This is an optimization exercise on Yosys and OpenROAD, whose aim is small area, a short achievable clock period and few clock cycles per item, not a production implementation. In this exercise RTL edits were held to simulation tests only and were not proved equivalent to the original. Power and IR drop assume default switching activity.

$ cat flow/flow/run.sh
#!/bin/bash
set -euo pipefail
export BUFFER_PORTS_ARGS="-buffer_cell sky130_fd_sc_hd__buf_1"
bash standard.sh > standard_flow.log 2>&1
$ cat flow/standard.sh
#!/bin/bash
# synth_recipe.tcl (not shown) runs the flow's synth.tcl, then flattens the netlist and writes it again
# the make line also repeats each setting of config.mk as NAME=value (left out here)
make -C /OpenROAD-flow-scripts/flow DESIGN_CONFIG=/design/flow/config.mk WORK_HOME=/design/flow/orfs CLKGATE_MAP_FILE= SYNTH_SCRIPT=/design/flow/synth_recipe.tcl "${@:-finish}"
$ cat flow/config.mk
export PLATFORM = sky130hd
export DESIGN_NAME = seqpolar
export DESIGN_NICKNAME = seqpolar
export VERILOG_FILES = /design/flow/design.v
export SDC_FILE = /design/flow/constraint.sdc
export NUM_CORES = 4
export LEC_CHECK = 0
export CAP_MARGIN = 20
export CORE_MARGIN = 2
export CORE_UTILIZATION = 40
export CTS_BUF_LIST = sky130_fd_sc_hd__clkbuf_8
export SETUP_SLACK_MARGIN = 2.5
export SLEW_MARGIN = 20
$ cat flow/constraint.sdc
create_clock -name core_clock -period 7.0 [get_ports {i_clk}]
set_input_delay 1.4000 -clock core_clock [delete_from_list [all_inputs] [get_ports {i_clk}]]
set_output_delay 1.4000 -clock core_clock [all_outputs]
set_load 0.01 [all_outputs]
$ cat flow/design.v
`default_nettype none
module seqpolar(i_clk, i_reset, i_stb, i_xval, i_yval, i_aux, o_busy,
		o_done, o_mag, o_phase, o_aux);
	input	wire		i_clk, i_reset, i_stb;
	input	wire	[28:0]	i_xval, i_yval;
	input	wire		i_aux;
	output	wire		o_busy;
	output	reg		o_done;
	output	wire	[25:0]	o_mag;
	output	wire	[25:0]	o_phase;
	output	reg		o_aux;
	reg		busy;
	reg		rot;		 
	reg		k5;
	reg	[3:0]	sa;		 
	reg	[7:0]	sc;		 
	reg		kbig;		 
	reg	[33:0]	xv;		 
	reg	[39:4]	yn;		 
	reg	[35:1]	ph;		 
	wire	sx = i_xval[28], sy = i_yval[28];
	wire	[33:0]	ex = { {1{sx}}, i_xval, 4'b0 };
	wire	[39:4]	ey = { {7{sy}}, i_yval };
	wire	[33:0]	ld_x = sx ? { {2{sx}}, i_xval, 3'b0 } : ex;
	wire	[35:1]	ld_p = { !sx, !(sx^sy), 33'h1c7c6e34f };
	wire		d = yn[39];			 
	wire	[35:0]	y0 = { yn[35:4], 4'b0 };
	wire	[35:0]	ya0 = ({36{sa[0]}} & y0) |
			({36{sa[1]}} & { {2{y0[35]}}, y0[35:2] }) |
			({36{sa[2]}} & { {4{y0[35]}}, y0[35:4] }) |
			({36{sa[3]}} & { {6{y0[35]}}, y0[35:6] });
	wire	[35:0]	yb0 = ({36{sc[0]}} & ya0) |
			({36{sc[1]}} & { {8{ya0[35]}}, ya0[35:8] }) |
			({36{sc[2]}} & { {16{ya0[35]}}, ya0[35:16] }) |
			({36{sc[3]}} & { {24{ya0[35]}}, ya0[35:24] }) |
			({36{sc[4]}} & { {32{ya0[35]}}, ya0[35:32] });
	wire	[33:0]	ysh = kbig ? {34{d}} : yb0[33:0];
	wire	[33:0]	xmask;
	assign	xmask[0] = !k5 & ((sc[0] & sa[0]));
	assign	xmask[1] = !k5 & ((sc[0] & |sa[1:0]));
	assign	xmask[2] = !k5 & ((sc[0] & |sa[2:0]));
	assign	xmask[3] = !k5 & ((sc[0] & |sa[3:0]));
	assign	xmask[4] = !k5 & (sc[0] | (sc[1] & sa[0]));
	assign	xmask[5] = !k5 & (sc[0] | (sc[1] & |sa[1:0]));
	assign	xmask[6] = !k5 & (sc[0] | (sc[1] & |sa[2:0]));
	assign	xmask[7] = !k5 & (sc[0] | (sc[1] & |sa[3:0]));
	assign	xmask[8] = !k5 & (|sc[1:0] | (sc[2] & sa[0]));
	assign	xmask[9] = !k5 & (|sc[1:0] | (sc[2] & |sa[1:0]));
	assign	xmask[10] = !k5 & (|sc[1:0] | (sc[2] & |sa[2:0]));
	assign	xmask[11] = !k5 & (|sc[1:0] | (sc[2] & |sa[3:0]));
	assign	xmask[12] = !k5 & (|sc[2:0] | (sc[3] & sa[0]));
	assign	xmask[13] = !k5 & (|sc[2:0] | (sc[3] & |sa[1:0]));
	assign	xmask[14] = !k5 & (|sc[2:0] | (sc[3] & |sa[2:0]));
	assign	xmask[15] = !k5 & (|sc[2:0] | (sc[3] & |sa[3:0]));
	assign	xmask[16] = !k5 & (|sc[3:0] | (sc[4] & sa[0]));
	assign	xmask[17] = !k5 & (|sc[3:0] | (sc[4] & |sa[1:0]));
	assign	xmask[18] = !k5 & (|sc[3:0] | (sc[4] & |sa[2:0]));
	assign	xmask[19] = !k5 & (|sc[3:0] | (sc[4] & |sa[3:0]));
	assign	xmask[20] = !k5 & (|sc[4:0] | (sc[5] & sa[0]));
	assign	xmask[21] = !k5 & (|sc[4:0] | (sc[5] & |sa[1:0]));
	assign	xmask[22] = !k5 & (|sc[4:0] | (sc[5] & |sa[2:0]));
	assign	xmask[23] = !k5 & (|sc[4:0] | (sc[5] & |sa[3:0]));
	assign	xmask[24] = !k5 & (|sc[5:0] | (sc[6] & sa[0]));
	assign	xmask[25] = !k5 & (|sc[5:0] | (sc[6] & |sa[1:0]));
	assign	xmask[26] = !k5 & (|sc[5:0] | (sc[6] & |sa[2:0]));
	assign	xmask[27] = !k5 & (|sc[5:0] | (sc[6] & |sa[3:0]));
	assign	xmask[28] = !k5 & (|sc[6:0] | (sc[7] & sa[0]));
	assign	xmask[29] = !k5 & (|sc[6:0] | (sc[7] & |sa[1:0]));
	assign	xmask[30] = !k5 & (|sc[6:0] | (sc[7] & |sa[2:0]));
	assign	xmask[31] = !k5 & (|sc[6:0] | (sc[7] & |sa[3:0]));
	assign	xmask[32] = !k5 | sa[0];
	assign	xmask[33] = !k5 | |sa[1:0];
	wire	[33:0]	xm = xv & xmask;
	wire		last = k5 & sa[1];		 
	wire	[9:0]	x34 = xv[9:0] + {9'b0, d};
	wire		rnd = last && (x34[9] || (x34[7:0] != 8'd0));
	wire	[33:0]	xop = (ysh ^ {34{d}}) | {25'b0, rnd, 8'b0};
	wire	[33:0]	xa = xv & {34{!rot}};
	wire	[33:0]	xn_s_a = xa;
	wire	[33:0]	xn_s_b = xop;
	wire	[33:0]	xn_s_p = xn_s_a ^ xn_s_b;
	wire	[33:0]	xn_s_g = xn_s_a & xn_s_b;
	wire	xn_s_ci = d;
	wire xn_s_g0c = xn_s_g[0] | (xn_s_p[0] & xn_s_ci);
	wire xn_s_g0 = xn_s_g[1] | (xn_s_p[1] & xn_s_g0c);
	wire xn_s_p0 = xn_s_p[1] & xn_s_p[0];
	wire xn_s_g1 = xn_s_g[3] | (xn_s_p[3] & xn_s_g[2]);
	wire xn_s_p1 = xn_s_p[3] & xn_s_p[2];
	wire xn_s_g2 = xn_s_g[5] | (xn_s_p[5] & xn_s_g[4]);
	wire xn_s_p2 = xn_s_p[5] & xn_s_p[4];
	wire xn_s_g3 = xn_s_g[7] | (xn_s_p[7] & xn_s_g[6]);
	wire xn_s_p3 = xn_s_p[7] & xn_s_p[6];
	wire xn_s_g4 = xn_s_g[9] | (xn_s_p[9] & xn_s_g[8]);
	wire xn_s_p4 = xn_s_p[9] & xn_s_p[8];
	wire xn_s_g5 = xn_s_g[11] | (xn_s_p[11] & xn_s_g[10]);
	wire xn_s_p5 = xn_s_p[11] & xn_s_p[10];
	wire xn_s_g6 = xn_s_g[13] | (xn_s_p[13] & xn_s_g[12]);
	wire xn_s_p6 = xn_s_p[13] & xn_s_p[12];
	wire xn_s_g7 = xn_s_g[15] | (xn_s_p[15] & xn_s_g[14]);
	wire xn_s_p7 = xn_s_p[15] & xn_s_p[14];
	wire xn_s_g8 = xn_s_g[17] | (xn_s_p[17] & xn_s_g[16]);
	wire xn_s_p8 = xn_s_p[17] & xn_s_p[16];
	wire xn_s_g9 = xn_s_g[19] | (xn_s_p[19] & xn_s_g[18]);
	wire xn_s_p9 = xn_s_p[19] & xn_s_p[18];
	wire xn_s_g10 = xn_s_g[21] | (xn_s_p[21] & xn_s_g[20]);
	wire xn_s_p10 = xn_s_p[21] & xn_s_p[20];
	wire xn_s_g11 = xn_s_g[23] | (xn_s_p[23] & xn_s_g[22]);
	wire xn_s_p11 = xn_s_p[23] & xn_s_p[22];
	wire xn_s_g12 = xn_s_g[25] | (xn_s_p[25] & xn_s_g[24]);
	wire xn_s_p12 = xn_s_p[25] & xn_s_p[24];
	wire xn_s_g13 = xn_s_g[27] | (xn_s_p[27] & xn_s_g[26]);
	wire xn_s_p13 = xn_s_p[27] & xn_s_p[26];
	wire xn_s_g14 = xn_s_g[29] | (xn_s_p[29] & xn_s_g[28]);
	wire xn_s_p14 = xn_s_p[29] & xn_s_p[28];
	wire xn_s_g15 = xn_s_g[31] | (xn_s_p[31] & xn_s_g[30]);
	wire xn_s_p15 = xn_s_p[31] & xn_s_p[30];
	wire xn_s_g16 = xn_s_g[2] | (xn_s_p[2] & xn_s_g0);
	wire xn_s_p16 = xn_s_p[2] & xn_s_p0;
	wire xn_s_g17 = xn_s_g1 | (xn_s_p1 & xn_s_g0);
	wire xn_s_p17 = xn_s_p1 & xn_s_p0;
	wire xn_s_g18 = xn_s_g[6] | (xn_s_p[6] & xn_s_g2);
	wire xn_s_p18 = xn_s_p[6] & xn_s_p2;
	wire xn_s_g19 = xn_s_g3 | (xn_s_p3 & xn_s_g2);
	wire xn_s_p19 = xn_s_p3 & xn_s_p2;
	wire xn_s_g20 = xn_s_g[10] | (xn_s_p[10] & xn_s_g4);
	wire xn_s_p20 = xn_s_p[10] & xn_s_p4;
	wire xn_s_g21 = xn_s_g5 | (xn_s_p5 & xn_s_g4);
	wire xn_s_p21 = xn_s_p5 & xn_s_p4;
	wire xn_s_g22 = xn_s_g[14] | (xn_s_p[14] & xn_s_g6);
	wire xn_s_p22 = xn_s_p[14] & xn_s_p6;
	wire xn_s_g23 = xn_s_g7 | (xn_s_p7 & xn_s_g6);
	wire xn_s_p23 = xn_s_p7 & xn_s_p6;
	wire xn_s_g24 = xn_s_g[18] | (xn_s_p[18] & xn_s_g8);
	wire xn_s_p24 = xn_s_p[18] & xn_s_p8;
	wire xn_s_g25 = xn_s_g9 | (xn_s_p9 & xn_s_g8);
	wire xn_s_p25 = xn_s_p9 & xn_s_p8;
	wire xn_s_g26 = xn_s_g[22] | (xn_s_p[22] & xn_s_g10);
	wire xn_s_p26 = xn_s_p[22] & xn_s_p10;
	wire xn_s_g27 = xn_s_g11 | (xn_s_p11 & xn_s_g10);
	wire xn_s_p27 = xn_s_p11 & xn_s_p10;
	wire xn_s_g28 = xn_s_g[26] | (xn_s_p[26] & xn_s_g12);
	wire xn_s_p28 = xn_s_p[26] & xn_s_p12;
	wire xn_s_g29 = xn_s_g13 | (xn_s_p13 & xn_s_g12);
	wire xn_s_p29 = xn_s_p13 & xn_s_p12;
	wire xn_s_g30 = xn_s_g[30] | (xn_s_p[30] & xn_s_g14);
	wire xn_s_p30 = xn_s_p[30] & xn_s_p14;
	wire xn_s_g31 = xn_s_g15 | (xn_s_p15 & xn_s_g14);
	wire xn_s_p31 = xn_s_p15 & xn_s_p14;
	wire xn_s_g32 = xn_s_g[4] | (xn_s_p[4] & xn_s_g17);
	wire xn_s_p32 = xn_s_p[4] & xn_s_p17;
	wire xn_s_g33 = xn_s_g2 | (xn_s_p2 & xn_s_g17);
	wire xn_s_p33 = xn_s_p2 & xn_s_p17;
	wire xn_s_g34 = xn_s_g18 | (xn_s_p18 & xn_s_g17);
	wire xn_s_p34 = xn_s_p18 & xn_s_p17;
	wire xn_s_g35 = xn_s_g19 | (xn_s_p19 & xn_s_g17);
	wire xn_s_p35 = xn_s_p19 & xn_s_p17;
	wire xn_s_g36 = xn_s_g[12] | (xn_s_p[12] & xn_s_g21);
	wire xn_s_p36 = xn_s_p[12] & xn_s_p21;
	wire xn_s_g37 = xn_s_g6 | (xn_s_p6 & xn_s_g21);
	wire xn_s_p37 = xn_s_p6 & xn_s_p21;
	wire xn_s_g38 = xn_s_g22 | (xn_s_p22 & xn_s_g21);
	wire xn_s_p38 = xn_s_p22 & xn_s_p21;
	wire xn_s_g39 = xn_s_g23 | (xn_s_p23 & xn_s_g21);
	wire xn_s_p39 = xn_s_p23 & xn_s_p21;
	wire xn_s_g40 = xn_s_g[20] | (xn_s_p[20] & xn_s_g25);
	wire xn_s_p40 = xn_s_p[20] & xn_s_p25;
	wire xn_s_g41 = xn_s_g10 | (xn_s_p10 & xn_s_g25);
	wire xn_s_p41 = xn_s_p10 & xn_s_p25;
	wire xn_s_g42 = xn_s_g26 | (xn_s_p26 & xn_s_g25);
	wire xn_s_p42 = xn_s_p26 & xn_s_p25;
	wire xn_s_g43 = xn_s_g27 | (xn_s_p27 & xn_s_g25);
	wire xn_s_p43 = xn_s_p27 & xn_s_p25;
	wire xn_s_g44 = xn_s_g[28] | (xn_s_p[28] & xn_s_g29);
	wire xn_s_p44 = xn_s_p[28] & xn_s_p29;
	wire xn_s_g45 = xn_s_g14 | (xn_s_p14 & xn_s_g29);
	wire xn_s_p45 = xn_s_p14 & xn_s_p29;
	wire xn_s_g46 = xn_s_g30 | (xn_s_p30 & xn_s_g29);
	wire xn_s_p46 = xn_s_p30 & xn_s_p29;
	wire xn_s_g47 = xn_s_g31 | (xn_s_p31 & xn_s_g29);
	wire xn_s_p47 = xn_s_p31 & xn_s_p29;
	wire xn_s_g48 = xn_s_g[8] | (xn_s_p[8] & xn_s_g35);
	wire xn_s_p48 = xn_s_p[8] & xn_s_p35;
	wire xn_s_g49 = xn_s_g4 | (xn_s_p4 & xn_s_g35);
	wire xn_s_p49 = xn_s_p4 & xn_s_p35;
	wire xn_s_g50 = xn_s_g20 | (xn_s_p20 & xn_s_g35);
	wire xn_s_p50 = xn_s_p20 & xn_s_p35;
	wire xn_s_g51 = xn_s_g21 | (xn_s_p21 & xn_s_g35);
	wire xn_s_p51 = xn_s_p21 & xn_s_p35;
	wire xn_s_g52 = xn_s_g36 | (xn_s_p36 & xn_s_g35);
	wire xn_s_p52 = xn_s_p36 & xn_s_p35;
	wire xn_s_g53 = xn_s_g37 | (xn_s_p37 & xn_s_g35);
	wire xn_s_p53 = xn_s_p37 & xn_s_p35;
	wire xn_s_g54 = xn_s_g38 | (xn_s_p38 & xn_s_g35);
	wire xn_s_p54 = xn_s_p38 & xn_s_p35;
	wire xn_s_g55 = xn_s_g39 | (xn_s_p39 & xn_s_g35);
	wire xn_s_p55 = xn_s_p39 & xn_s_p35;
	wire xn_s_g56 = xn_s_g[24] | (xn_s_p[24] & xn_s_g43);
	wire xn_s_p56 = xn_s_p[24] & xn_s_p43;
	wire xn_s_g57 = xn_s_g12 | (xn_s_p12 & xn_s_g43);
	wire xn_s_p57 = xn_s_p12 & xn_s_p43;
	wire xn_s_g58 = xn_s_g28 | (xn_s_p28 & xn_s_g43);
	wire xn_s_p58 = xn_s_p28 & xn_s_p43;
	wire xn_s_g59 = xn_s_g29 | (xn_s_p29 & xn_s_g43);
	wire xn_s_p59 = xn_s_p29 & xn_s_p43;
	wire xn_s_g60 = xn_s_g44 | (xn_s_p44 & xn_s_g43);
	wire xn_s_p60 = xn_s_p44 & xn_s_p43;
	wire xn_s_g61 = xn_s_g45 | (xn_s_p45 & xn_s_g43);
	wire xn_s_p61 = xn_s_p45 & xn_s_p43;
	wire xn_s_g62 = xn_s_g46 | (xn_s_p46 & xn_s_g43);
	wire xn_s_p62 = xn_s_p46 & xn_s_p43;
	wire xn_s_g63 = xn_s_g47 | (xn_s_p47 & xn_s_g43);
	wire xn_s_p63 = xn_s_p47 & xn_s_p43;
	wire xn_s_g64 = xn_s_g[16] | (xn_s_p[16] & xn_s_g55);
	wire xn_s_p64 = xn_s_p[16] & xn_s_p55;
	wire xn_s_g65 = xn_s_g8 | (xn_s_p8 & xn_s_g55);
	wire xn_s_p65 = xn_s_p8 & xn_s_p55;
	wire xn_s_g66 = xn_s_g24 | (xn_s_p24 & xn_s_g55);
	wire xn_s_p66 = xn_s_p24 & xn_s_p55;
	wire xn_s_g67 = xn_s_g25 | (xn_s_p25 & xn_s_g55);
	wire xn_s_p67 = xn_s_p25 & xn_s_p55;
	wire xn_s_g68 = xn_s_g40 | (xn_s_p40 & xn_s_g55);
	wire xn_s_p68 = xn_s_p40 & xn_s_p55;
	wire xn_s_g69 = xn_s_g41 | (xn_s_p41 & xn_s_g55);
	wire xn_s_p69 = xn_s_p41 & xn_s_p55;
	wire xn_s_g70 = xn_s_g42 | (xn_s_p42 & xn_s_g55);
	wire xn_s_p70 = xn_s_p42 & xn_s_p55;
	wire xn_s_g71 = xn_s_g43 | (xn_s_p43 & xn_s_g55);
	wire xn_s_p71 = xn_s_p43 & xn_s_p55;
	wire xn_s_g72 = xn_s_g56 | (xn_s_p56 & xn_s_g55);
	wire xn_s_p72 = xn_s_p56 & xn_s_p55;
	wire xn_s_g73 = xn_s_g57 | (xn_s_p57 & xn_s_g55);
	wire xn_s_p73 = xn_s_p57 & xn_s_p55;
	wire xn_s_g74 = xn_s_g58 | (xn_s_p58 & xn_s_g55);
	wire xn_s_p74 = xn_s_p58 & xn_s_p55;
	wire xn_s_g75 = xn_s_g59 | (xn_s_p59 & xn_s_g55);
	wire xn_s_p75 = xn_s_p59 & xn_s_p55;
	wire xn_s_g76 = xn_s_g60 | (xn_s_p60 & xn_s_g55);
	wire xn_s_p76 = xn_s_p60 & xn_s_p55;
	wire xn_s_g77 = xn_s_g61 | (xn_s_p61 & xn_s_g55);
	wire xn_s_p77 = xn_s_p61 & xn_s_p55;
	wire xn_s_g78 = xn_s_g62 | (xn_s_p62 & xn_s_g55);
	wire xn_s_p78 = xn_s_p62 & xn_s_p55;
	wire xn_s_g79 = xn_s_g63 | (xn_s_p63 & xn_s_g55);
	wire xn_s_p79 = xn_s_p63 & xn_s_p55;
	wire xn_s_g80 = xn_s_g[32] | (xn_s_p[32] & xn_s_g79);
	wire xn_s_p80 = xn_s_p[32] & xn_s_p79;
	wire	[33:0]	xn_s_c = {xn_s_g80, xn_s_g79, xn_s_g78, xn_s_g77, xn_s_g76, xn_s_g75, xn_s_g74, xn_s_g73, xn_s_g72, xn_s_g71, xn_s_g70, xn_s_g69, xn_s_g68, xn_s_g67, xn_s_g66, xn_s_g65, xn_s_g64, xn_s_g55, xn_s_g54, xn_s_g53, xn_s_g52, xn_s_g51, xn_s_g50, xn_s_g49, xn_s_g48, xn_s_g35, xn_s_g34, xn_s_g33, xn_s_g32, xn_s_g17, xn_s_g16, xn_s_g0, xn_s_g0c, xn_s_ci};
	wire	[33:0]	xn_s = xn_s_p ^ xn_s_c;
	wire	[33:0]	xn = xn_s;
	wire	[38:3]	ya = { yn[38:4], 1'b0 } & {36{!rot}};
	wire	[38:3]	yop = { {5{rot & xv[33]}}, xm[33:3] } ^ {36{!d}};
	wire	[35:0]	ynn_s_a = ya;
	wire	[35:0]	ynn_s_b = yop;
	wire	[35:0]	ynn_s_p = ynn_s_a ^ ynn_s_b;
	wire	[35:0]	ynn_s_g = ynn_s_a & ynn_s_b;
	wire	ynn_s_ci = !d;
	wire ynn_s_g0c = ynn_s_g[0] | (ynn_s_p[0] & ynn_s_ci);
	wire ynn_s_g0 = ynn_s_g[1] | (ynn_s_p[1] & ynn_s_g0c);
	wire ynn_s_p0 = ynn_s_p[1] & ynn_s_p[0];
	wire ynn_s_g1 = ynn_s_g[3] | (ynn_s_p[3] & ynn_s_g[2]);
	wire ynn_s_p1 = ynn_s_p[3] & ynn_s_p[2];
	wire ynn_s_g2 = ynn_s_g[5] | (ynn_s_p[5] & ynn_s_g[4]);
	wire ynn_s_p2 = ynn_s_p[5] & ynn_s_p[4];
	wire ynn_s_g3 = ynn_s_g[7] | (ynn_s_p[7] & ynn_s_g[6]);
	wire ynn_s_p3 = ynn_s_p[7] & ynn_s_p[6];
	wire ynn_s_g4 = ynn_s_g[9] | (ynn_s_p[9] & ynn_s_g[8]);
	wire ynn_s_p4 = ynn_s_p[9] & ynn_s_p[8];
	wire ynn_s_g5 = ynn_s_g[11] | (ynn_s_p[11] & ynn_s_g[10]);
	wire ynn_s_p5 = ynn_s_p[11] & ynn_s_p[10];
	wire ynn_s_g6 = ynn_s_g[13] | (ynn_s_p[13] & ynn_s_g[12]);
	wire ynn_s_p6 = ynn_s_p[13] & ynn_s_p[12];
	wire ynn_s_g7 = ynn_s_g[15] | (ynn_s_p[15] & ynn_s_g[14]);
	wire ynn_s_p7 = ynn_s_p[15] & ynn_s_p[14];
	wire ynn_s_g8 = ynn_s_g[17] | (ynn_s_p[17] & ynn_s_g[16]);
	wire ynn_s_p8 = ynn_s_p[17] & ynn_s_p[16];
	wire ynn_s_g9 = ynn_s_g[19] | (ynn_s_p[19] & ynn_s_g[18]);
	wire ynn_s_p9 = ynn_s_p[19] & ynn_s_p[18];
	wire ynn_s_g10 = ynn_s_g[21] | (ynn_s_p[21] & ynn_s_g[20]);
	wire ynn_s_p10 = ynn_s_p[21] & ynn_s_p[20];
	wire ynn_s_g11 = ynn_s_g[23] | (ynn_s_p[23] & ynn_s_g[22]);
	wire ynn_s_p11 = ynn_s_p[23] & ynn_s_p[22];
	wire ynn_s_g12 = ynn_s_g[25] | (ynn_s_p[25] & ynn_s_g[24]);
	wire ynn_s_p12 = ynn_s_p[25] & ynn_s_p[24];
	wire ynn_s_g13 = ynn_s_g[27] | (ynn_s_p[27] & ynn_s_g[26]);
	wire ynn_s_p13 = ynn_s_p[27] & ynn_s_p[26];
	wire ynn_s_g14 = ynn_s_g[29] | (ynn_s_p[29] & ynn_s_g[28]);
	wire ynn_s_p14 = ynn_s_p[29] & ynn_s_p[28];
	wire ynn_s_g15 = ynn_s_g[31] | (ynn_s_p[31] & ynn_s_g[30]);
	wire ynn_s_p15 = ynn_s_p[31] & ynn_s_p[30];
	wire ynn_s_g16 = ynn_s_g[33] | (ynn_s_p[33] & ynn_s_g[32]);
	wire ynn_s_p16 = ynn_s_p[33] & ynn_s_p[32];
	wire ynn_s_g17 = ynn_s_g[2] | (ynn_s_p[2] & ynn_s_g0);
	wire ynn_s_p17 = ynn_s_p[2] & ynn_s_p0;
	wire ynn_s_g18 = ynn_s_g1 | (ynn_s_p1 & ynn_s_g0);
	wire ynn_s_p18 = ynn_s_p1 & ynn_s_p0;
	wire ynn_s_g19 = ynn_s_g[6] | (ynn_s_p[6] & ynn_s_g2);
	wire ynn_s_p19 = ynn_s_p[6] & ynn_s_p2;
	wire ynn_s_g20 = ynn_s_g3 | (ynn_s_p3 & ynn_s_g2);
	wire ynn_s_p20 = ynn_s_p3 & ynn_s_p2;
	wire ynn_s_g21 = ynn_s_g[10] | (ynn_s_p[10] & ynn_s_g4);
	wire ynn_s_p21 = ynn_s_p[10] & ynn_s_p4;
	wire ynn_s_g22 = ynn_s_g5 | (ynn_s_p5 & ynn_s_g4);
	wire ynn_s_p22 = ynn_s_p5 & ynn_s_p4;
	wire ynn_s_g23 = ynn_s_g[14] | (ynn_s_p[14] & ynn_s_g6);
	wire ynn_s_p23 = ynn_s_p[14] & ynn_s_p6;
	wire ynn_s_g24 = ynn_s_g7 | (ynn_s_p7 & ynn_s_g6);
	wire ynn_s_p24 = ynn_s_p7 & ynn_s_p6;
	wire ynn_s_g25 = ynn_s_g[18] | (ynn_s_p[18] & ynn_s_g8);
	wire ynn_s_p25 = ynn_s_p[18] & ynn_s_p8;
	wire ynn_s_g26 = ynn_s_g9 | (ynn_s_p9 & ynn_s_g8);
	wire ynn_s_p26 = ynn_s_p9 & ynn_s_p8;
	wire ynn_s_g27 = ynn_s_g[22] | (ynn_s_p[22] & ynn_s_g10);
	wire ynn_s_p27 = ynn_s_p[22] & ynn_s_p10;
	wire ynn_s_g28 = ynn_s_g11 | (ynn_s_p11 & ynn_s_g10);
	wire ynn_s_p28 = ynn_s_p11 & ynn_s_p10;
	wire ynn_s_g29 = ynn_s_g[26] | (ynn_s_p[26] & ynn_s_g12);
	wire ynn_s_p29 = ynn_s_p[26] & ynn_s_p12;
	wire ynn_s_g30 = ynn_s_g13 | (ynn_s_p13 & ynn_s_g12);
	wire ynn_s_p30 = ynn_s_p13 & ynn_s_p12;
	wire ynn_s_g31 = ynn_s_g[30] | (ynn_s_p[30] & ynn_s_g14);
	wire ynn_s_p31 = ynn_s_p[30] & ynn_s_p14;
	wire ynn_s_g32 = ynn_s_g15 | (ynn_s_p15 & ynn_s_g14);
	wire ynn_s_p32 = ynn_s_p15 & ynn_s_p14;
	wire ynn_s_g33 = ynn_s_g[34] | (ynn_s_p[34] & ynn_s_g16);
	wire ynn_s_p33 = ynn_s_p[34] & ynn_s_p16;
	wire ynn_s_g34 = ynn_s_g[4] | (ynn_s_p[4] & ynn_s_g18);
	wire ynn_s_p34 = ynn_s_p[4] & ynn_s_p18;
	wire ynn_s_g35 = ynn_s_g2 | (ynn_s_p2 & ynn_s_g18);
	wire ynn_s_p35 = ynn_s_p2 & ynn_s_p18;
	wire ynn_s_g36 = ynn_s_g19 | (ynn_s_p19 & ynn_s_g18);
	wire ynn_s_p36 = ynn_s_p19 & ynn_s_p18;
	wire ynn_s_g37 = ynn_s_g20 | (ynn_s_p20 & ynn_s_g18);
	wire ynn_s_p37 = ynn_s_p20 & ynn_s_p18;
	wire ynn_s_g38 = ynn_s_g[12] | (ynn_s_p[12] & ynn_s_g22);
	wire ynn_s_p38 = ynn_s_p[12] & ynn_s_p22;
	wire ynn_s_g39 = ynn_s_g6 | (ynn_s_p6 & ynn_s_g22);
	wire ynn_s_p39 = ynn_s_p6 & ynn_s_p22;
	wire ynn_s_g40 = ynn_s_g23 | (ynn_s_p23 & ynn_s_g22);
	wire ynn_s_p40 = ynn_s_p23 & ynn_s_p22;
	wire ynn_s_g41 = ynn_s_g24 | (ynn_s_p24 & ynn_s_g22);
	wire ynn_s_p41 = ynn_s_p24 & ynn_s_p22;
	wire ynn_s_g42 = ynn_s_g[20] | (ynn_s_p[20] & ynn_s_g26);
	wire ynn_s_p42 = ynn_s_p[20] & ynn_s_p26;
	wire ynn_s_g43 = ynn_s_g10 | (ynn_s_p10 & ynn_s_g26);
	wire ynn_s_p43 = ynn_s_p10 & ynn_s_p26;
	wire ynn_s_g44 = ynn_s_g27 | (ynn_s_p27 & ynn_s_g26);
	wire ynn_s_p44 = ynn_s_p27 & ynn_s_p26;
	wire ynn_s_g45 = ynn_s_g28 | (ynn_s_p28 & ynn_s_g26);
	wire ynn_s_p45 = ynn_s_p28 & ynn_s_p26;
	wire ynn_s_g46 = ynn_s_g[28] | (ynn_s_p[28] & ynn_s_g30);
	wire ynn_s_p46 = ynn_s_p[28] & ynn_s_p30;
	wire ynn_s_g47 = ynn_s_g14 | (ynn_s_p14 & ynn_s_g30);
	wire ynn_s_p47 = ynn_s_p14 & ynn_s_p30;
	wire ynn_s_g48 = ynn_s_g31 | (ynn_s_p31 & ynn_s_g30);
	wire ynn_s_p48 = ynn_s_p31 & ynn_s_p30;
	wire ynn_s_g49 = ynn_s_g32 | (ynn_s_p32 & ynn_s_g30);
	wire ynn_s_p49 = ynn_s_p32 & ynn_s_p30;
	wire ynn_s_g50 = ynn_s_g[8] | (ynn_s_p[8] & ynn_s_g37);
	wire ynn_s_p50 = ynn_s_p[8] & ynn_s_p37;
	wire ynn_s_g51 = ynn_s_g4 | (ynn_s_p4 & ynn_s_g37);
	wire ynn_s_p51 = ynn_s_p4 & ynn_s_p37;
	wire ynn_s_g52 = ynn_s_g21 | (ynn_s_p21 & ynn_s_g37);
	wire ynn_s_p52 = ynn_s_p21 & ynn_s_p37;
	wire ynn_s_g53 = ynn_s_g22 | (ynn_s_p22 & ynn_s_g37);
	wire ynn_s_p53 = ynn_s_p22 & ynn_s_p37;
	wire ynn_s_g54 = ynn_s_g38 | (ynn_s_p38 & ynn_s_g37);
	wire ynn_s_p54 = ynn_s_p38 & ynn_s_p37;
	wire ynn_s_g55 = ynn_s_g39 | (ynn_s_p39 & ynn_s_g37);
	wire ynn_s_p55 = ynn_s_p39 & ynn_s_p37;
	wire ynn_s_g56 = ynn_s_g40 | (ynn_s_p40 & ynn_s_g37);
	wire ynn_s_p56 = ynn_s_p40 & ynn_s_p37;
	wire ynn_s_g57 = ynn_s_g41 | (ynn_s_p41 & ynn_s_g37);
	wire ynn_s_p57 = ynn_s_p41 & ynn_s_p37;
	wire ynn_s_g58 = ynn_s_g[24] | (ynn_s_p[24] & ynn_s_g45);
	wire ynn_s_p58 = ynn_s_p[24] & ynn_s_p45;
	wire ynn_s_g59 = ynn_s_g12 | (ynn_s_p12 & ynn_s_g45);
	wire ynn_s_p59 = ynn_s_p12 & ynn_s_p45;
	wire ynn_s_g60 = ynn_s_g29 | (ynn_s_p29 & ynn_s_g45);
	wire ynn_s_p60 = ynn_s_p29 & ynn_s_p45;
	wire ynn_s_g61 = ynn_s_g30 | (ynn_s_p30 & ynn_s_g45);
	wire ynn_s_p61 = ynn_s_p30 & ynn_s_p45;
	wire ynn_s_g62 = ynn_s_g46 | (ynn_s_p46 & ynn_s_g45);
	wire ynn_s_p62 = ynn_s_p46 & ynn_s_p45;
	wire ynn_s_g63 = ynn_s_g47 | (ynn_s_p47 & ynn_s_g45);
	wire ynn_s_p63 = ynn_s_p47 & ynn_s_p45;
	wire ynn_s_g64 = ynn_s_g48 | (ynn_s_p48 & ynn_s_g45);
	wire ynn_s_p64 = ynn_s_p48 & ynn_s_p45;
	wire ynn_s_g65 = ynn_s_g49 | (ynn_s_p49 & ynn_s_g45);
	wire ynn_s_p65 = ynn_s_p49 & ynn_s_p45;
	wire ynn_s_g66 = ynn_s_g[16] | (ynn_s_p[16] & ynn_s_g57);
	wire ynn_s_p66 = ynn_s_p[16] & ynn_s_p57;
	wire ynn_s_g67 = ynn_s_g8 | (ynn_s_p8 & ynn_s_g57);
	wire ynn_s_p67 = ynn_s_p8 & ynn_s_p57;
	wire ynn_s_g68 = ynn_s_g25 | (ynn_s_p25 & ynn_s_g57);
	wire ynn_s_p68 = ynn_s_p25 & ynn_s_p57;
	wire ynn_s_g69 = ynn_s_g26 | (ynn_s_p26 & ynn_s_g57);
	wire ynn_s_p69 = ynn_s_p26 & ynn_s_p57;
	wire ynn_s_g70 = ynn_s_g42 | (ynn_s_p42 & ynn_s_g57);
	wire ynn_s_p70 = ynn_s_p42 & ynn_s_p57;
	wire ynn_s_g71 = ynn_s_g43 | (ynn_s_p43 & ynn_s_g57);
	wire ynn_s_p71 = ynn_s_p43 & ynn_s_p57;
	wire ynn_s_g72 = ynn_s_g44 | (ynn_s_p44 & ynn_s_g57);
	wire ynn_s_p72 = ynn_s_p44 & ynn_s_p57;
	wire ynn_s_g73 = ynn_s_g45 | (ynn_s_p45 & ynn_s_g57);
	wire ynn_s_p73 = ynn_s_p45 & ynn_s_p57;
	wire ynn_s_g74 = ynn_s_g58 | (ynn_s_p58 & ynn_s_g57);
	wire ynn_s_p74 = ynn_s_p58 & ynn_s_p57;
	wire ynn_s_g75 = ynn_s_g59 | (ynn_s_p59 & ynn_s_g57);
	wire ynn_s_p75 = ynn_s_p59 & ynn_s_p57;
	wire ynn_s_g76 = ynn_s_g60 | (ynn_s_p60 & ynn_s_g57);
	wire ynn_s_p76 = ynn_s_p60 & ynn_s_p57;
	wire ynn_s_g77 = ynn_s_g61 | (ynn_s_p61 & ynn_s_g57);
	wire ynn_s_p77 = ynn_s_p61 & ynn_s_p57;
	wire ynn_s_g78 = ynn_s_g62 | (ynn_s_p62 & ynn_s_g57);
	wire ynn_s_p78 = ynn_s_p62 & ynn_s_p57;
	wire ynn_s_g79 = ynn_s_g63 | (ynn_s_p63 & ynn_s_g57);
	wire ynn_s_p79 = ynn_s_p63 & ynn_s_p57;
	wire ynn_s_g80 = ynn_s_g64 | (ynn_s_p64 & ynn_s_g57);
	wire ynn_s_p80 = ynn_s_p64 & ynn_s_p57;
	wire ynn_s_g81 = ynn_s_g65 | (ynn_s_p65 & ynn_s_g57);
	wire ynn_s_p81 = ynn_s_p65 & ynn_s_p57;
	wire ynn_s_g82 = ynn_s_g[32] | (ynn_s_p[32] & ynn_s_g81);
	wire ynn_s_p82 = ynn_s_p[32] & ynn_s_p81;
	wire ynn_s_g83 = ynn_s_g16 | (ynn_s_p16 & ynn_s_g81);
	wire ynn_s_p83 = ynn_s_p16 & ynn_s_p81;
	wire ynn_s_g84 = ynn_s_g33 | (ynn_s_p33 & ynn_s_g81);
	wire ynn_s_p84 = ynn_s_p33 & ynn_s_p81;
	wire	[35:0]	ynn_s_c = {ynn_s_g84, ynn_s_g83, ynn_s_g82, ynn_s_g81, ynn_s_g80, ynn_s_g79, ynn_s_g78, ynn_s_g77, ynn_s_g76, ynn_s_g75, ynn_s_g74, ynn_s_g73, ynn_s_g72, ynn_s_g71, ynn_s_g70, ynn_s_g69, ynn_s_g68, ynn_s_g67, ynn_s_g66, ynn_s_g57, ynn_s_g56, ynn_s_g55, ynn_s_g54, ynn_s_g53, ynn_s_g52, ynn_s_g51, ynn_s_g50, ynn_s_g37, ynn_s_g36, ynn_s_g35, ynn_s_g34, ynn_s_g18, ynn_s_g17, ynn_s_g0, ynn_s_g0c, ynn_s_ci};
	wire	[35:0]	ynn_s = ynn_s_p ^ ynn_s_c;
	wire	[38:3]	ynn = ynn_s;
	wire	[34:0]	ang =
		({35{!k5 & sc[0] & sa[1]}} & 35'h12e4051da) |
		({35{!k5 & sc[0] & sa[2]}} & 35'h09fb385b5) |
		({35{!k5 & sc[0] & sa[3]}} & 35'h051111d41) |
		({35{!k5 & sc[1] & sa[0]}} & 35'h028b0d430) |
		({35{!k5 & sc[1] & sa[1]}} & 35'h0145d7e15) |
		({35{!k5 & sc[1] & sa[2]}} & 35'h00a2f61e5) |
		({35{!k5 & sc[1] & sa[3]}} & 35'h00517c551) |
		({35{!k5 & sc[2] & sa[0]}} & 35'h0028be534) |
		({35{!k5 & sc[2] & sa[1]}} & 35'h00145f2eb) |
		({35{!k5 & sc[2] & sa[2]}} & 35'h000a2f980) |
		({35{!k5 & sc[2] & sa[3]}} & 35'h000517cc1) |
		({35{!k5 & sc[3] & sa[0]}} & 35'h00028be60) |
		({35{!k5 & sc[3] & sa[1]}} & 35'h000145f30) |
		({35{!k5 & sc[3] & sa[2]}} & 35'h0000a2f98) |
		({35{!k5 & sc[3] & sa[3]}} & 35'h0000517cc) |
		({35{!k5 & sc[4] & sa[0]}} & 35'h000028be6) |
		({35{!k5 & sc[4] & sa[1]}} & 35'h0000145f3) |
		({35{!k5 & sc[4] & sa[2]}} & 35'h00000a2f9) |
		({35{!k5 & sc[4] & sa[3]}} & 35'h00000517c) |
		({35{!k5 & sc[5] & sa[0]}} & 35'h0000028be) |
		({35{!k5 & sc[5] & sa[1]}} & 35'h00000145f) |
		({35{!k5 & sc[5] & sa[2]}} & 35'h000000a2f) |
		({35{!k5 & sc[5] & sa[3]}} & 35'h000000517) |
		({35{!k5 & sc[6] & sa[0]}} & 35'h00000028b) |
		({35{!k5 & sc[6] & sa[1]}} & 35'h000000145) |
		({35{!k5 & sc[6] & sa[2]}} & 35'h0000000a2) |
		({35{!k5 & sc[6] & sa[3]}} & 35'h000000051) |
		({35{!k5 & sc[7] & sa[0]}} & 35'h000000028) |
		({35{!k5 & sc[7] & sa[1]}} & 35'h000000014) |
		({35{!k5 & sc[7] & sa[2]}} & 35'h00000000a) |
		({35{!k5 & sc[7] & sa[3]}} & 35'h000000005) |
		({35{k5 & sa[0]}} & 35'h000000002) |
		({35{k5 & sa[1]}} & 35'h000000001);
	wire	[34:0]	pn_s_a = ph;
	wire	[34:0]	pn_s_b = (ang & {35{!d}});
	wire	[34:0]	pn_s_p = pn_s_a ^ pn_s_b;
	wire	[34:0]	pn_s_g = pn_s_a & pn_s_b;
	wire	pn_s_ci = 1'b0;
	wire pn_s_g0c = pn_s_g[0] | (pn_s_p[0] & pn_s_ci);
	wire pn_s_g0 = pn_s_g[1] | (pn_s_p[1] & pn_s_g0c);
	wire pn_s_p0 = pn_s_p[1] & pn_s_p[0];
	wire pn_s_g1 = pn_s_g[3] | (pn_s_p[3] & pn_s_g[2]);
	wire pn_s_p1 = pn_s_p[3] & pn_s_p[2];
	wire pn_s_g2 = pn_s_g[5] | (pn_s_p[5] & pn_s_g[4]);
	wire pn_s_p2 = pn_s_p[5] & pn_s_p[4];
	wire pn_s_g3 = pn_s_g[7] | (pn_s_p[7] & pn_s_g[6]);
	wire pn_s_p3 = pn_s_p[7] & pn_s_p[6];
	wire pn_s_g4 = pn_s_g[9] | (pn_s_p[9] & pn_s_g[8]);
	wire pn_s_p4 = pn_s_p[9] & pn_s_p[8];
	wire pn_s_g5 = pn_s_g[11] | (pn_s_p[11] & pn_s_g[10]);
	wire pn_s_p5 = pn_s_p[11] & pn_s_p[10];
	wire pn_s_g6 = pn_s_g[13] | (pn_s_p[13] & pn_s_g[12]);
	wire pn_s_p6 = pn_s_p[13] & pn_s_p[12];
	wire pn_s_g7 = pn_s_g[15] | (pn_s_p[15] & pn_s_g[14]);
	wire pn_s_p7 = pn_s_p[15] & pn_s_p[14];
	wire pn_s_g8 = pn_s_g[17] | (pn_s_p[17] & pn_s_g[16]);
	wire pn_s_p8 = pn_s_p[17] & pn_s_p[16];
	wire pn_s_g9 = pn_s_g[19] | (pn_s_p[19] & pn_s_g[18]);
	wire pn_s_p9 = pn_s_p[19] & pn_s_p[18];
	wire pn_s_g10 = pn_s_g[21] | (pn_s_p[21] & pn_s_g[20]);
	wire pn_s_p10 = pn_s_p[21] & pn_s_p[20];
	wire pn_s_g11 = pn_s_g[23] | (pn_s_p[23] & pn_s_g[22]);
	wire pn_s_p11 = pn_s_p[23] & pn_s_p[22];
	wire pn_s_g12 = pn_s_g[25] | (pn_s_p[25] & pn_s_g[24]);
	wire pn_s_p12 = pn_s_p[25] & pn_s_p[24];
	wire pn_s_g13 = pn_s_g[27] | (pn_s_p[27] & pn_s_g[26]);
	wire pn_s_p13 = pn_s_p[27] & pn_s_p[26];
	wire pn_s_g14 = pn_s_g[29] | (pn_s_p[29] & pn_s_g[28]);
	wire pn_s_p14 = pn_s_p[29] & pn_s_p[28];
	wire pn_s_g15 = pn_s_g[31] | (pn_s_p[31] & pn_s_g[30]);
	wire pn_s_p15 = pn_s_p[31] & pn_s_p[30];
	wire pn_s_g16 = pn_s_g[33] | (pn_s_p[33] & pn_s_g[32]);
	wire pn_s_p16 = pn_s_p[33] & pn_s_p[32];
	wire pn_s_g17 = pn_s_g1 | (pn_s_p1 & pn_s_g0);
	wire pn_s_p17 = pn_s_p1 & pn_s_p0;
	wire pn_s_g18 = pn_s_g3 | (pn_s_p3 & pn_s_g2);
	wire pn_s_p18 = pn_s_p3 & pn_s_p2;
	wire pn_s_g19 = pn_s_g5 | (pn_s_p5 & pn_s_g4);
	wire pn_s_p19 = pn_s_p5 & pn_s_p4;
	wire pn_s_g20 = pn_s_g7 | (pn_s_p7 & pn_s_g6);
	wire pn_s_p20 = pn_s_p7 & pn_s_p6;
	wire pn_s_g21 = pn_s_g9 | (pn_s_p9 & pn_s_g8);
	wire pn_s_p21 = pn_s_p9 & pn_s_p8;
	wire pn_s_g22 = pn_s_g11 | (pn_s_p11 & pn_s_g10);
	wire pn_s_p22 = pn_s_p11 & pn_s_p10;
	wire pn_s_g23 = pn_s_g13 | (pn_s_p13 & pn_s_g12);
	wire pn_s_p23 = pn_s_p13 & pn_s_p12;
	wire pn_s_g24 = pn_s_g15 | (pn_s_p15 & pn_s_g14);
	wire pn_s_p24 = pn_s_p15 & pn_s_p14;
	wire pn_s_g25 = pn_s_g18 | (pn_s_p18 & pn_s_g17);
	wire pn_s_p25 = pn_s_p18 & pn_s_p17;
	wire pn_s_g26 = pn_s_g20 | (pn_s_p20 & pn_s_g19);
	wire pn_s_p26 = pn_s_p20 & pn_s_p19;
	wire pn_s_g27 = pn_s_g22 | (pn_s_p22 & pn_s_g21);
	wire pn_s_p27 = pn_s_p22 & pn_s_p21;
	wire pn_s_g28 = pn_s_g24 | (pn_s_p24 & pn_s_g23);
	wire pn_s_p28 = pn_s_p24 & pn_s_p23;
	wire pn_s_g29 = pn_s_g26 | (pn_s_p26 & pn_s_g25);
	wire pn_s_p29 = pn_s_p26 & pn_s_p25;
	wire pn_s_g30 = pn_s_g28 | (pn_s_p28 & pn_s_g27);
	wire pn_s_p30 = pn_s_p28 & pn_s_p27;
	wire pn_s_g31 = pn_s_g30 | (pn_s_p30 & pn_s_g29);
	wire pn_s_p31 = pn_s_p30 & pn_s_p29;
	wire pn_s_g32 = pn_s_g27 | (pn_s_p27 & pn_s_g29);
	wire pn_s_p32 = pn_s_p27 & pn_s_p29;
	wire pn_s_g33 = pn_s_g19 | (pn_s_p19 & pn_s_g25);
	wire pn_s_p33 = pn_s_p19 & pn_s_p25;
	wire pn_s_g34 = pn_s_g21 | (pn_s_p21 & pn_s_g29);
	wire pn_s_p34 = pn_s_p21 & pn_s_p29;
	wire pn_s_g35 = pn_s_g23 | (pn_s_p23 & pn_s_g32);
	wire pn_s_p35 = pn_s_p23 & pn_s_p32;
	wire pn_s_g36 = pn_s_g2 | (pn_s_p2 & pn_s_g17);
	wire pn_s_p36 = pn_s_p2 & pn_s_p17;
	wire pn_s_g37 = pn_s_g4 | (pn_s_p4 & pn_s_g25);
	wire pn_s_p37 = pn_s_p4 & pn_s_p25;
	wire pn_s_g38 = pn_s_g6 | (pn_s_p6 & pn_s_g33);
	wire pn_s_p38 = pn_s_p6 & pn_s_p33;
	wire pn_s_g39 = pn_s_g8 | (pn_s_p8 & pn_s_g29);
	wire pn_s_p39 = pn_s_p8 & pn_s_p29;
	wire pn_s_g40 = pn_s_g10 | (pn_s_p10 & pn_s_g34);
	wire pn_s_p40 = pn_s_p10 & pn_s_p34;
	wire pn_s_g41 = pn_s_g12 | (pn_s_p12 & pn_s_g32);
	wire pn_s_p41 = pn_s_p12 & pn_s_p32;
	wire pn_s_g42 = pn_s_g14 | (pn_s_p14 & pn_s_g35);
	wire pn_s_p42 = pn_s_p14 & pn_s_p35;
	wire pn_s_g43 = pn_s_g16 | (pn_s_p16 & pn_s_g31);
	wire pn_s_p43 = pn_s_p16 & pn_s_p31;
	wire pn_s_g44 = pn_s_g[2] | (pn_s_p[2] & pn_s_g0);
	wire pn_s_p44 = pn_s_p[2] & pn_s_p0;
	wire pn_s_g45 = pn_s_g[4] | (pn_s_p[4] & pn_s_g17);
	wire pn_s_p45 = pn_s_p[4] & pn_s_p17;
	wire pn_s_g46 = pn_s_g[6] | (pn_s_p[6] & pn_s_g36);
	wire pn_s_p46 = pn_s_p[6] & pn_s_p36;
	wire pn_s_g47 = pn_s_g[8] | (pn_s_p[8] & pn_s_g25);
	wire pn_s_p47 = pn_s_p[8] & pn_s_p25;
	wire pn_s_g48 = pn_s_g[10] | (pn_s_p[10] & pn_s_g37);
	wire pn_s_p48 = pn_s_p[10] & pn_s_p37;
	wire pn_s_g49 = pn_s_g[12] | (pn_s_p[12] & pn_s_g33);
	wire pn_s_p49 = pn_s_p[12] & pn_s_p33;
	wire pn_s_g50 = pn_s_g[14] | (pn_s_p[14] & pn_s_g38);
	wire pn_s_p50 = pn_s_p[14] & pn_s_p38;
	wire pn_s_g51 = pn_s_g[16] | (pn_s_p[16] & pn_s_g29);
	wire pn_s_p51 = pn_s_p[16] & pn_s_p29;
	wire pn_s_g52 = pn_s_g[18] | (pn_s_p[18] & pn_s_g39);
	wire pn_s_p52 = pn_s_p[18] & pn_s_p39;
	wire pn_s_g53 = pn_s_g[20] | (pn_s_p[20] & pn_s_g34);
	wire pn_s_p53 = pn_s_p[20] & pn_s_p34;
	wire pn_s_g54 = pn_s_g[22] | (pn_s_p[22] & pn_s_g40);
	wire pn_s_p54 = pn_s_p[22] & pn_s_p40;
	wire pn_s_g55 = pn_s_g[24] | (pn_s_p[24] & pn_s_g32);
	wire pn_s_p55 = pn_s_p[24] & pn_s_p32;
	wire pn_s_g56 = pn_s_g[26] | (pn_s_p[26] & pn_s_g41);
	wire pn_s_p56 = pn_s_p[26] & pn_s_p41;
	wire pn_s_g57 = pn_s_g[28] | (pn_s_p[28] & pn_s_g35);
	wire pn_s_p57 = pn_s_p[28] & pn_s_p35;
	wire pn_s_g58 = pn_s_g[30] | (pn_s_p[30] & pn_s_g42);
	wire pn_s_p58 = pn_s_p[30] & pn_s_p42;
	wire pn_s_g59 = pn_s_g[32] | (pn_s_p[32] & pn_s_g31);
	wire pn_s_p59 = pn_s_p[32] & pn_s_p31;
	wire	[34:0]	pn_s_c = {pn_s_g43, pn_s_g59, pn_s_g31, pn_s_g58, pn_s_g42, pn_s_g57, pn_s_g35, pn_s_g56, pn_s_g41, pn_s_g55, pn_s_g32, pn_s_g54, pn_s_g40, pn_s_g53, pn_s_g34, pn_s_g52, pn_s_g39, pn_s_g51, pn_s_g29, pn_s_g50, pn_s_g38, pn_s_g49, pn_s_g33, pn_s_g48, pn_s_g37, pn_s_g47, pn_s_g25, pn_s_g46, pn_s_g36, pn_s_g45, pn_s_g17, pn_s_g44, pn_s_g0, pn_s_g0c, pn_s_ci};
	wire	[34:0]	pn_s = pn_s_p ^ pn_s_c;
	wire	[35:1]	pn = pn_s;
	wire	load = i_stb && !busy;
	wire	[3:0]	san = rot ? sa : { sa[2:0], sa[3] };
	wire	[7:0]	scn = (rot || !sa[3]) ? sc : { sc[6:0], sc[7] };
	wire		k5n = k5 || (!rot && sa[3] && sc[7]);
	always @(posedge i_clk)
	begin
		if (load) begin
			xv <= ld_x;
			yn <= ey;
			rot <= sx;
			ph <= ld_p;
			k5 <= 1'b0;
			sa <= 4'b0001;
			sc <= 8'b00000001;
			kbig <= 1'b0;
		end else begin
			xv <= xn;
			yn <= ynn;
			ph <= pn;
			k5 <= k5n;
			sa <= san;
			sc <= scn;
			kbig <= k5n || (|scn[7:5]) || (scn[4] && (san[2] || san[3]));
			rot <= 1'b0;
		end
	end
	always @(posedge i_clk)
	if (load)
		o_aux <= i_aux;
	always @(posedge i_clk)
	if (i_reset) begin
		busy   <= 1'b0;
		o_done <= 1'b0;
	end else begin
		o_done <= busy && last;
		if (load)
			busy <= 1'b1;
		else if (last)
			busy <= 1'b0;
	end
	assign	o_busy  = busy;
	assign	o_mag   = xv[33:8];
	assign	o_phase = ph[35:10];
endmodule
==> summary.txt, run 1 <==
Logic synthesis:
- After technology mapping, the gate count stands at between 1,500 and 2,000.
- After synthesis, the largest area contributor takes up about a fifth of total cell area.
- The register area share after synthesis is between 20% and 30%.
- The mean post-synth cell area is 7.73 um^2.
- The synthesized netlist net count is 1,735.
- The library cell occupying the most area in the post-synthesis netlist is sky130_fd_sc_hd__dfxtp_1.
- Among all flip-flop cells after synthesis, the most frequent one is sky130_fd_sc_hd__dfxtp_1.
- The unique cell type count in the Yosys netlist is between 70 and 80.
- Ranked by total cell area, the synthesized netlist is headed by sky130_fd_sc_hd__dfxtp_1, sky130_fd_sc_hd__ha_1, sky130_fd_sc_hd__xnor2_1.
- For this run, asynchronously set or reset flops after synthesis account for 0%.
- In this run the cell area of the synthesized design comes to ~12,000 um^2.
- Counting flops with a built-in enable in the synthesized netlist gives 1.
- The synthesized design contains 123 register bits.
- For this run, the number of Yosys warnings is 1.

Clock network:
- No sink is reached through more buffers than the 2 on the longest clock path.
- For this design, the sink count on the clock tree is about 120.
- The CTS H-tree depth is 4.
- The clock-pin slew on the worst setup and hold paths is 100 ps.
- The latest clock arrival within the worst-skew pair is 490 ps.
- In this run, post-CTS hold repair placed 0 buffers.
- The clock tree from TritonCTS is built.
- Clock tree synthesis inserted a total of 17 buffers.
- The tree is rooted in a sky130_fd_sc_hd__clkbuf_8.

Global route:
- The number of antenna violations at the first check in global routing is 0.
- The first global-routing pass estimated 60,000 um of wire.
- The number of global-route vias before repair is 10,600.
- The overall global routing resource usage is about a quarter.
- Global routing finished with a remaining overflow of 0.
- The largest net degree at the start of global routing is 56.

Worst setup path:
- The largest single stage delay on the critical path is between 300 and 400 ps.
- The element type at the critical path end is a register.
- The type of element launching the critical path is a register.
- The data required time at the worst endpoint is 7340 ps.
- Walking the worst path, the cells encountered are buf_12 -> buf_12 -> a22oi_1 -> nand2_1 -> a222oi_1 -> buf_4 -> and3_1 -> nor3_1 -> ha_1 -> nand4_1 -> nor2_2 -> buf_4 -> o2111ai_4 -> a2111oi_4 -> o21bai_1 -> a31oi_1 -> a21o_1 -> a21oi_2 -> fa_2 -> xnor2_2 -> xnor2_1 -> a21oi_1.
- The highest fanout seen on the critical path is 15.
- By startpoint and endpoint, the worst setup path is classified as register to register.
- On the critical path, the stage with the largest delay is an instance of sky130_fd_sc_hd__dfxtp_4.
- The endpoint arrival time on the critical path is between 5000 and 6000 ps.

STA:
- Based on the critical path, the design can be clocked at up to about 210 MHz.
- The post-route setup TNS is 0 ps.
- The count of final max-slew check failures is 0.
- Setup repair after global routing could not meet its margin everywhere.
- The final-report hold violation count came to 0.
- Hold is met by just over 500 ps.
- The pin slew with the least headroom to its limit is approximately 700 ps.
- For the final database, setup skew stands at 27.2 ps.
- The total setup violations reported at the end of the flow is 0.
- The worst path needs about 4700 ps of the cycle, external delays included.
- The worst path uses about two thirds of the clock period.
- Setup slack closes at ~2300 ps.
- Measured against its own limit, the worst slew margin works out to a little over half.

Power:
- The switching share of power is around 50%.
- Power comes to 8.48 mW.
- IR analysis of the VDD net gives a maximum drop of 0.000353 V.
- Combinational logic is responsible for just over 70% of the overall power.
- The internal power consumption is 4.33 mW.
- The static power due to leakage is about 6 nW.
- The power density normalized to cell area is between 500 and 600 nW/um^2.
- The net switching power figure is 4.14 mW.
- Of the total power, the clock network draws under 10%.
- The sequential power share is between 10% and 20%.

Run:
- Max-cap violations in this run came to 0.

Floorplan:
- The core region is 29,600 um^2.
- The total number of placement rows is between 60 and 70.
- The floorplan step defined a die boundary enclosing ~31,000 um^2.
- The effective utilization at floorplan is between 40 and 50%.
- The die outline width is 177 um.
- The die span in y is 177 um.
- During I/O placement, the number of pins put on the boundary was around 120.

Detailed routing:
- The total DRC errors in the routed layout is 0.
- The count of TritonRoute iterations in the first routing pass is 9.
- In the final routed layout, each cell accounts on average for approximately 20 um.
- The remaining number of nets flagged by the antenna check after routing is 0.
- In the routed layout, each cell is associated on average with a via count of ~5.8.
- The iteration-0 DRC count of the detailed router is 1,145.
- The final layout contains routed wiring with a total length of ~40,000 um.
- For this block, the via count after detailed routing is about 12,000.

Layout:
- In the layout the commonest cells are sky130_fd_sc_hd__nand2_1, sky130_fd_sc_hd__a21oi_1, sky130_fd_sc_hd__nor2_1, sky130_fd_sc_hd__buf_1, sky130_fd_sc_hd__dfxtp_1.
- The layout overhead on the synthesized area is 18.3%.
- The post-layout net count is 1,820.
- Cells with a size suffix above 1 make up between 10% and 20% of the layout.
- 0 antenna diodes ended up in the layout.
- The library cell used most frequently in the layout, excluding fill and tap cells, is sky130_fd_sc_hd__nand2_1.

Place:
- The total of buffers placed on input and output ports is around 120.
- Summed over all nets, the half-perimeter wirelength after detailed placement is 28,000 um.
- The placement-stage worst setup slack is between 1000 and 1500 ps.
- The congestion estimate from routability-driven global placement came to approximately 1.

Hold path:
- The type of the most critical hold path is register to register.

Status:
- The flow ran to the end and the layout has no timing, DRC or antenna violations.
[cells by family after synthesis]
| logic type | count (synthesis) | synth area share, % |
|---|---|---|
| simple gates | 505 | 20.3 |
| compound gates | 465 | 25.7 |
| buf+inv | 183 | 7.40 |
| fa+ha+maj | 127 | 15.1 |
| flops | 123 | 20.7 |
| xor+xnor | 118 | 8.64 |
| mux | 25 | 2.13 |
[cells in the mapped netlist, types with 13 or more instances]
cell	n
sky130_fd_sc_hd__ha_1	98
sky130_fd_sc_hd__a222oi_1	14
sky130_fd_sc_hd__a41oi_1	13
sky130_fd_sc_hd__nor2b_1	75
sky130_fd_sc_hd__buf_1	17
sky130_fd_sc_hd__a21o_1	43
sky130_fd_sc_hd__mux2i_1	21
sky130_fd_sc_hd__nor2_1	125
sky130_fd_sc_hd__o21ai_0	95
sky130_fd_sc_hd__and3_1	20
sky130_fd_sc_hd__inv_1	31
sky130_fd_sc_hd__nor3_1	19
sky130_fd_sc_hd__nand3_1	31
sky130_fd_sc_hd__nand2_1	150
sky130_fd_sc_hd__a21oi_1	126
sky130_fd_sc_hd__dfxtp_1	122
sky130_fd_sc_hd__xnor2_1	96
sky130_fd_sc_hd__nand2b_1	23
sky130_fd_sc_hd__xor2_1	22
sky130_fd_sc_hd__clkbuf_1	79
sky130_fd_sc_hd__buf_4	52
sky130_fd_sc_hd__a22oi_1	66
sky130_fd_sc_hd__fa_1	29
sky130_fd_sc_hd__and2_1	21
[sequential cells by signal, indices dropped and copies added (netlist names), 4 cells and up]
| register | cells |
|---|---|
| sa | 4 |
| xv | 34 |
| sc | 8 |
| ph | 35 |
| yn | 36 |
[worst max-delay path: cells and delay by family, from the launching register on]
family / cells / cell delay [ps]
AOI/OAI and AO/OA: 9 / 1850
adders and majority gates: 2 / 670
DFF: 1 / 390
and+or+nand+nor: 5 / 740
xor gates and xnor gates: 2 / 290
buffers and inverters: 4 / 620
[cell type report]
class	count	area [um^2]
Fill cell	2909	15400
Multi-Input combinational cell	1240	9180
Sequential cell	123	2510
Timing Repair Buffer	216	1370
Tap cell	390	488
Clock buffer	17	234
Clock inverter	15	234
Inverter	33	135
[per-stage QoR]
| stage | cells | cell area, um^2 | util (%) |
|---|---|---|---|
| 2_1_floorplan | 1546 | 12000 | - |
| 3_3_place_gp | 1917 | 12300 | 41.6 |
| 3_5_place_dp | 1917 | 12300 | 41.6 |
| 4_1_cts | 1985 | 13400 | 45.3 |
| 5_1_grt | 2034 | 14100 | 47.9 |
| 6_report | 2034 | 14100 | 47.9 |
[worst paths after layout]
| path | endpoint | slack (ps) | cells past startpoint | from |
|---|---|---|---|---|
| min reg2reg | o_done | 520 | 1 | busy |
| max | xv[33] | 2280 | 22 | sa[3] |
| max reg2reg | xv[33] | 2280 | 22 | sa[3] |
| min | o_done | 520 | 1 | busy |
[per-layer routing]
metal  vias to the layer above  wire length (um)  GRT usage [%]
li1                       5662                 -              -
met1                      5602             18800           35.8
met2                       477             16900           35.8
met3                        70              3180           5.15
met4                         0              1140           7.40
met5                         -                 0              0
[what timing repair did]
action	4_1_cts	5_1_grt
cloned	1	3
gates resized for setup	88	79
endpoints found under the setup margin	62	23
pin swaps	27	56
setup buffers	35	46
[power groups by stage]
stage                     Combinational [mW]  Clock [mW]  Sequential (mW)
final                                   6.16       0.785             1.53
after global routing                    6.91       0.828             1.55
after CTS                               5.76       0.796             1.50
after detailed placement                5.47           0             1.52
after global placement                  5.40           0             1.53
after floorplan                         4.66           0             1.25
Testbench counts, summed over its fixed seeds: cycles 18,182, items 512.
==> run 2: changes to the inputs <==
--- a/flow/design.v
+++ b/flow/design.v
@@ -13,6 +13,7 @@
 	reg		rot;		 
 	reg		k5;
 	reg	[3:0]	sa;		 
+	reg	[3:0]	san;		 
 	reg	[7:0]	sc;		 
 	reg		kbig;		 
 	reg	[33:0]	xv;		 
@@ -25,10 +26,15 @@
 	wire	[35:1]	ld_p = { !sx, !(sx^sy), 33'h1c7c6e34f };
 	wire		d = yn[39];			 
 	wire	[35:0]	y0 = { yn[35:4], 4'b0 };
-	wire	[35:0]	ya0 = ({36{sa[0]}} & y0) |
+	wire	[35:0]	ya0a = ({36{sa[0]}} & y0) |
 			({36{sa[1]}} & { {2{y0[35]}}, y0[35:2] }) |
 			({36{sa[2]}} & { {4{y0[35]}}, y0[35:4] }) |
 			({36{sa[3]}} & { {6{y0[35]}}, y0[35:6] });
+	wire	[35:0]	ya0b = ({36{!san[0]}} & y0) |
+			({36{!san[1]}} & { {2{y0[35]}}, y0[35:2] }) |
+			({36{!san[2]}} & { {4{y0[35]}}, y0[35:4] }) |
+			({36{!san[3]}} & { {6{y0[35]}}, y0[35:6] });
+	wire	[35:0]	ya0 = { ya0b[35:18], ya0a[17:0] };
 	wire	[35:0]	yb0 = ({36{sc[0]}} & ya0) |
 			({36{sc[1]}} & { {8{ya0[35]}}, ya0[35:8] }) |
 			({36{sc[2]}} & { {16{ya0[35]}}, ya0[35:16] }) |
@@ -592,7 +598,7 @@
 	wire	[34:0]	pn_s = pn_s_p ^ pn_s_c;
 	wire	[35:1]	pn = pn_s;
 	wire	load = i_stb && !busy;
-	wire	[3:0]	san = rot ? sa : { sa[2:0], sa[3] };
+	wire	[3:0]	sa_nx = rot ? sa : { sa[2:0], sa[3] };
 	wire	[7:0]	scn = (rot || !sa[3]) ? sc : { sc[6:0], sc[7] };
 	wire		k5n = k5 || (!rot && sa[3] && sc[7]);
 	always @(posedge i_clk)
@@ -604,6 +610,7 @@
 			ph <= ld_p;
 			k5 <= 1'b0;
 			sa <= 4'b0001;
+			san <= 4'b1110;
 			sc <= 8'b00000001;
 			kbig <= 1'b0;
 		end else begin
@@ -611,9 +618,10 @@
 			yn <= ynn;
 			ph <= pn;
 			k5 <= k5n;
-			sa <= san;
+			sa <= sa_nx;
+			san <= ~sa_nx;
 			sc <= scn;
-			kbig <= k5n || (|scn[7:5]) || (scn[4] && (san[2] || san[3]));
+			kbig <= k5n || (|scn[7:5]) || (scn[4] && (sa_nx[2] || sa_nx[3]));
 			rot <= 1'b0;
 		end
 	end
--- a/flow/config.mk
+++ b/flow/config.mk
@@ -9,5 +9,5 @@
 export CORE_MARGIN = 2
 export CORE_UTILIZATION = 40
 export CTS_BUF_LIST = sky130_fd_sc_hd__clkbuf_8
-export SETUP_SLACK_MARGIN = 2.5
+export SETUP_SLACK_MARGIN = 3.0
 export SLEW_MARGIN = 20
==> run 2 against run 1 <==
  * Total power rose by 7.4%
  * Via count grew 3.4%
  * Sequential power barely moved
  * Wire length rose by 4.1%
  * Fmax increased by 6.6%
  * Critical path depth did not move
  * Sequential share of layout area decreased by 0.096 points
  * Clock power is 8.7% lower
  * First-iteration DRC count decreased by 7.0%
==> summary.txt, run 2 <==
Status:
- The flow ran to the end and the layout has no timing, DRC or antenna violations.

Power:
- The post-layout total power is 9.11 mW (+7.4%).

Layout:
- The area growth from synthesis to layout is 20.9%.
- The share of final-layout standard cells stronger than drive strength 1 is 19.5% (+3.0 points).
- The largest registers in the layout are yn x36, ph x35, xv x34.
- The flip-flop count of the largest register after layout is 36 (unchanged).
- The number of filler instances in the final layout was 2,913 (+0.14%).
- The finished layout cell area was 14,700 um^2 (+4.2%).

Global route:
- The largest net degree at the start of global routing is 99 (+77%).
- The first-pass GRT wire length is 63,100 um (+5.1%).
- The number of global-route vias before repair is 11,400 (+7.3%).
- The overall global routing resource usage is 25.3% (+0.87 points).

Hold path:
- The type of the most critical hold path is register to register.

STA:
- The final-report hold violation count was 0 (unchanged).
- The worst slew margin relative to its limit is 30.0% (-24 points).
- The total setup violations reported at the end of the flow came to 0 (unchanged).

Logic synthesis:
- The fraction of registers with async set/reset was 0% (unchanged).
- The post-synth design cell area came to 12,200 um^2 (+2.0%).
- The top flip-flop cell by instance count after synthesis is sky130_fd_sc_hd__dfxtp_1.
- The synthesis-stage register bit count was 127 (+3.3%).
- The library cell occupying the most area in the post-synthesis netlist is sky130_fd_sc_hd__dfxtp_1.
- The synthesized netlist net count is 1,777 (+2.4%).
- The count of yosys warnings during synthesis is 1 (unchanged).
- The unique cell type count in the Yosys netlist is 75 (+5.6%).

Detailed routing:
- The total DRC errors in the routed layout is 0 (unchanged).
- The remaining number of nets flagged by the antenna check after routing is 0 (unchanged).

Clock network:
- The clock root buffer master is sky130_fd_sc_hd__clkbuf_8.
- The TritonCTS sink count was 127 (+3.3%).
- The latest clock arrival within the worst-skew pair is 500 ps (about the same).

Floorplan:
- The total number of placement rows is 63 (unchanged).

Place:
- The detailed placer's ending HPWL is 28,800 um (+2.8%).
- The post-placement cell area is 12,500 um^2 (+1.9%).

Worst setup path:
- The data required time at the worst endpoint is 7350 ps (about the same).
- The category of the most critical setup path is register to register.
run 2: layer usage:
metal | global-route usage [%] | vias to the layer above | share of wire (%)
met4 | 8.20 | 0 | 2.9
met2 | 39.3 | 548 | 45
met5 | 0 | - | 0
met1 | 35.3 | 5777 | 46
li1 | - | 5799 | -
met3 | 4.69 | 90 | 6.9
run 2: worst max-delay path, cell delays in order (launching register included):
cell and delay (ps):
sky130_fd_sc_hd__dfxtp_4 380, sky130_fd_sc_hd__clkinvlp_4 170, sky130_fd_sc_hd__buf_6 160, sky130_fd_sc_hd__a2bb2oi_1 160, sky130_fd_sc_hd__o211ai_1 200, sky130_fd_sc_hd__a22oi_1 270
sky130_fd_sc_hd__nand2_1 140, sky130_fd_sc_hd__xnor2_1 200, sky130_fd_sc_hd__nor2_2 90, sky130_fd_sc_hd__ha_4 300, sky130_fd_sc_hd__o21ai_0 130, sky130_fd_sc_hd__a211oi_2 350
sky130_fd_sc_hd__o21ai_4 120, sky130_fd_sc_hd__o21ai_4 260, sky130_fd_sc_hd__a21oi_4 110, sky130_fd_sc_hd__o31ai_4 250, sky130_fd_sc_hd__a21oi_4 110, sky130_fd_sc_hd__nor2_2 90
sky130_fd_sc_hd__a211oi_2 50, sky130_fd_sc_hd__fa_2 360, sky130_fd_sc_hd__xnor2_2 140, sky130_fd_sc_hd__xnor2_1 140, sky130_fd_sc_hd__a21oi_1 80
run 2: what timing repair did:
item | 4_1_cts | 5_1_grt
setup endpoints to repair | 78 | 45
gates cloned | 0 | 5
pin swaps | 50 | 46
setup buffers | 64 | 40
gates resized for setup | 144 | 93
run 2: per-stage QoR:
stage	std cells	utilization, %	setup WS (ps)
final	2100	49.5	2570
after CTS	2055	46.9	2620
after global placement	1959	42.0	1830
after floorplan	1588	-	2920
after global routing	2100	49.5	2300
after detailed placement	1959	42.0	1740
run 2: power by group:
part,switching (mW),leakage (nW),internal [mW],total [mW]
Combinational,3.74,4.89,3.15,6.89
Clock,0.361,0.200,0.356,0.717
Sequential,0.416,1.07,1.08,1.50
run 2: cell families (layout without fill, tap and decap cells):
group           count (synthesis)  count (layout)  share of synthesized area, %
simple gates                  494             495                          19.3
flops                         127             127                          20.9
fa+ha+maj                     127             127                          14.8
xor+xnor                      129             129                          9.26
buf+inv                       207             328                          7.97
compound gates                482             482                          25.9
mux                            22              22                          1.88
run 2: area by class of cell:
class / instances / area share, %
tap: 390 / 3.31
multi-input combinational: 1255 / 64.0
sequential: 127 / 17.7
inverter: 58 / 1.60
clock buffer: 17 / 1.59
clock inverter: 15 / 1.26
timing repair buffer: 238 / 10.6
run 2: path summary, 6_finish.rpt:
path,from,endpoint,slack (ps),cells after the start
worst max-delay path,san[1],xv[33],2570,22
worst min-delay path,sc[6],sc[7],510,2
worst max register to register,san[1],xv[33],2570,22
worst min register to register,sc[6],sc[7],510,2
Testbench counts of run 2, summed over its fixed seeds: cycles 18,182, items 512.

Re-timed with assumed drivers on the ports (clkbuf_16 on the clock, buf_2 on other inputs), run 2 has 2.574 ns of setup slack against 2.574 ns with ideal ports, and 2.574 ns once port delays also move by the mid clock arrival of 0.537 ns.
